What follows belongs to an exercise in optimizing a design on an open flow for small area, a short achievable clock period and few clock cycles per item; a production flow would make more cautious choices. The RTL was checked by simulation tests, not by an equivalence proof against the original design. No activity file was given, so power comes from the tool's default toggle rates.

// open_list_queue
module open_list_queue #(
    parameter QUEUE_SIZE = 16,
    parameter DATA_WIDTH = 32,
    parameter MAP_WIDTH = 16,
    parameter MAP_HEIGHT = 16,
    parameter MAX_F = 32'hFFFFFFFF
) (
    input logic CLK,
    input logic RSTn,
    input logic i_wrt,
    input logic i_read,
    input logic i_valid,
    input logic [DATA_WIDTH-1:0] i_node_f,
    output logic o_ready_deq,
    output logic o_ready_enq,
    output logic o_ready_rep,
    output logic o_full,
    output logic o_empty,
    output logic o_valid,
    output logic [DATA_WIDTH-1:0] o_node_f
);
clock: 6.5 ns
lec_check: 0
cap_margin: 20
core_margin: 2
core_utilization: 60
cts_buf_list: sky130_fd_sc_hd__clkbuf_4 sky130_fd_sc_hd__clkbuf_8
setup_slack_margin: 2.8
slew_margin: 20
standard.sh (not shown) runs the stock make flow with config.mk's settings and CLKGATE_MAP_FILE= SYNTH_SCRIPT=/design/flow/synth_recipe.tcl, a recipe that flattens the netlist after the stock synthesis.
==> flow/flow/run.sh <==
#!/bin/bash
# The standard layout with two changes:
# - synthesis is the standard flow's own script, except that ABC's final mappings may
#   relax delay by 25% to recover area (abc_speed_r25.script is ORFS's
#   abc_speed.script with "&nf" replaced by "&nf -R 25"); registers, their
#   names and cells are those of the standard synthesis;
# - the port buffers are plain sky130_fd_sc_hd__buf_4 cells instead of the
#   delay buffers that buffer_ports picks by default.
set -euo pipefail
W=$PWD
{
  head -n 1 synth_recipe.tcl
  cat <<EOT
proc abc {args} {
  set i [lsearch -exact \$args -script]
  if {\$i >= 0} { lset args [expr {\$i + 1}] $W/flow/abc_speed_r25.script }
  yosys abc {*}\$args
}
EOT
  tail -n +2 synth_recipe.tcl
} > my_synth.tcl
bash standard.sh "SYNTH_SCRIPT=$W/my_synth.tcl" synth > synth.log 2>&1
bash standard.sh "BUFFER_PORTS_ARGS=-buffer_cell sky130_fd_sc_hd__buf_4" finish > layout.log 2>&1
==> flow/flow/abc_speed_r25.script <==
&get -n
&st
&dch
&nf -R 25
&st
&syn2
&if -g -K 6
&synch2
&nf -R 25
&st
&syn2
&if -g -K 6
&synch2
&nf -R 25
&st
&syn2
&if -g -K 6
&synch2
&nf -R 25
&st
&syn2
&if -g -K 6
&synch2
&nf -R 25
&st
&syn2
&if -g -K 6
&synch2
&nf -R 25
&put
buffer -c
topo
stime -c
upsize -c
dnsize -c
The first run went through all stages and came out clean.
Testbench counts at the start, summed over its fixed seeds: cycles 24,000, items 24,000.
Edit:
==> flow/flow/run.sh (replaced) <==
#!/bin/bash
# The standard layout, except that the port buffers the standard flow's flow inserts are
# plain sky130_fd_sc_hd__buf_4 cells instead of the delay buffers that
# buffer_ports picks by default. Synthesis is the standard one, unchanged.
set -euo pipefail
bash standard.sh synth > synth.log 2>&1
bash standard.sh "BUFFER_PORTS_ARGS=-buffer_cell sky130_fd_sc_hd__buf_4" finish > layout.log 2>&1
CORE_UTILIZATION = 50   (was 60)
SETUP_SLACK_MARGIN = 2.5   (was 2.8)
removed: flow/flow/abc_speed_r25.script
Outcome: Global-route usage decreases by 7.1 points. Hold slack gets better by 0.0098 ns. First-iteration DRC count decreases by 12%.
Edit:
==> flow/flow/run.sh (replaced) <==
#!/bin/bash
# The standard layout with two changes:
# - synthesis is the standard flow's own script, except that ABC's final mappings may
#   relax delay by 25% to recover area (abc_speed_r25.script is ORFS's
#   abc_speed.script with "&nf" replaced by "&nf -R 25"); registers, their
#   names and cells are those of the standard synthesis;
# - the port buffers are plain sky130_fd_sc_hd__buf_4 cells instead of the
#   delay buffers that buffer_ports picks by default.
set -euo pipefail
W=$PWD
{
  head -n 1 synth_recipe.tcl
  cat <<EOT
proc abc {args} {
  set i [lsearch -exact \$args -script]
  if {\$i >= 0} { lset args [expr {\$i + 1}] $W/flow/abc_speed_r25.script }
  yosys abc {*}\$args
}
EOT
  tail -n +2 synth_recipe.tcl
} > my_synth.tcl
bash standard.sh "SYNTH_SCRIPT=$W/my_synth.tcl" synth > synth.log 2>&1
bash standard.sh "BUFFER_PORTS_ARGS=-buffer_cell sky130_fd_sc_hd__buf_4" finish > layout.log 2>&1
==> flow/flow/abc_speed_r25.script (new file) <==
&get -n
&st
&dch
&nf -R 25
&st
&syn2
&if -g -K 6
&synch2
&nf -R 25
&st
&syn2
&if -g -K 6
&synch2
&nf -R 25
&st
&syn2
&if -g -K 6
&synch2
&nf -R 25
&st
&syn2
&if -g -K 6
&synch2
&nf -R 25
&st
&syn2
&if -g -K 6
&synch2
&nf -R 25
&put
buffer -c
topo
stime -c
upsize -c
dnsize -c
CORE_UTILIZATION = 60   (was 50)
After rerunning: Die area went down by 18%; worst setup slack gets worse by 0.053 ns; hold slack is worse by 0.0048 ns; total power went down by 16%; design area falls by 2.3%; count of clock-buffer cells in the layout went down by 17; first-iteration DRC count climbs by 9.3%; utilization rose by 12 points; cell count decreases by 6.0%; via count decreases by 0.50%; area after synthesis falls by 2.4%.
Edit:
==> flow/flow/run.sh (replaced) <==
#!/bin/bash
# The standard layout, except that the port buffers the standard flow's flow inserts are
# plain sky130_fd_sc_hd__buf_4 cells instead of the delay buffers that
# buffer_ports picks by default. Synthesis is the standard one, unchanged.
set -euo pipefail
bash standard.sh synth > synth.log 2>&1
bash standard.sh "BUFFER_PORTS_ARGS=-buffer_cell sky130_fd_sc_hd__buf_4" finish > layout.log 2>&1
CORE_UTILIZATION = 50   (was 60)
CTS_BUF_LIST = not set   (was sky130_fd_sc_hd__clkbuf_4 sky130_fd_sc_hd__clkbuf_8)
removed: flow/flow/abc_speed_r25.script
Setup slack gets worse by 0.029 ns.
Critical path depth falls by 1.
Area after synthesis came out higher by a few percent.
Count of clock-buffer cells in the layout went down by 35.
Non-clock buffer count grows by 16.
Hold slack gets better by 0.012 ns.
Wire length came out higher by a little under a tenth.
Cell count went up by a few percent.
Design area came out higher by a few percent.
Die area is higher by about a fifth.
Combinational power rises by well over a third.

## re-timing with driven ports
In the flow no input, the clock included, has a driving cell. The finished layouts below were timed again as built, in two steps. Step 1 (the two cells are an assumption about what drives the block):
set clk [get_ports {CLK}]
set_driving_cell -lib_cell sky130_fd_sc_hd__clkbuf_16 $clk
set_driving_cell -lib_cell sky130_fd_sc_hd__buf_2 [delete_from_list [all_inputs] $clk]
Step 2 also shifts input and output timing later by t, the mid clock arrival at the registers, as if the neighbouring blocks saw the same clock. Slacks: ideal ports / drivers / drivers and shift; pairs: ideal ports / drivers.
| run | shift t [ns] | slack for setup (ns) | worst data-port slew with drivers (ns) | pins driven straight from the clock port |
|---|---|---|---|---|
| the first run | 0.756 | 2.406 / 2.354 / 1.599 | 0.34 | 1 |
| the second run | 0.762 | 2.513 / 2.453 / 1.691 | 0.19 | 1 |
| the third run | 0.740 | 2.460 / 2.334 / 1.594 | 0.28 | 1 |
| the fourth run | 0.663 | 2.431 / 2.340 / 1.677 | 0.25 | 1 |
After both steps setup and hold are still met in every run listed. For the third run, which loses most, drivers alone change the setup slack by -0.126 ns; drivers and shift together by -0.866 ns.
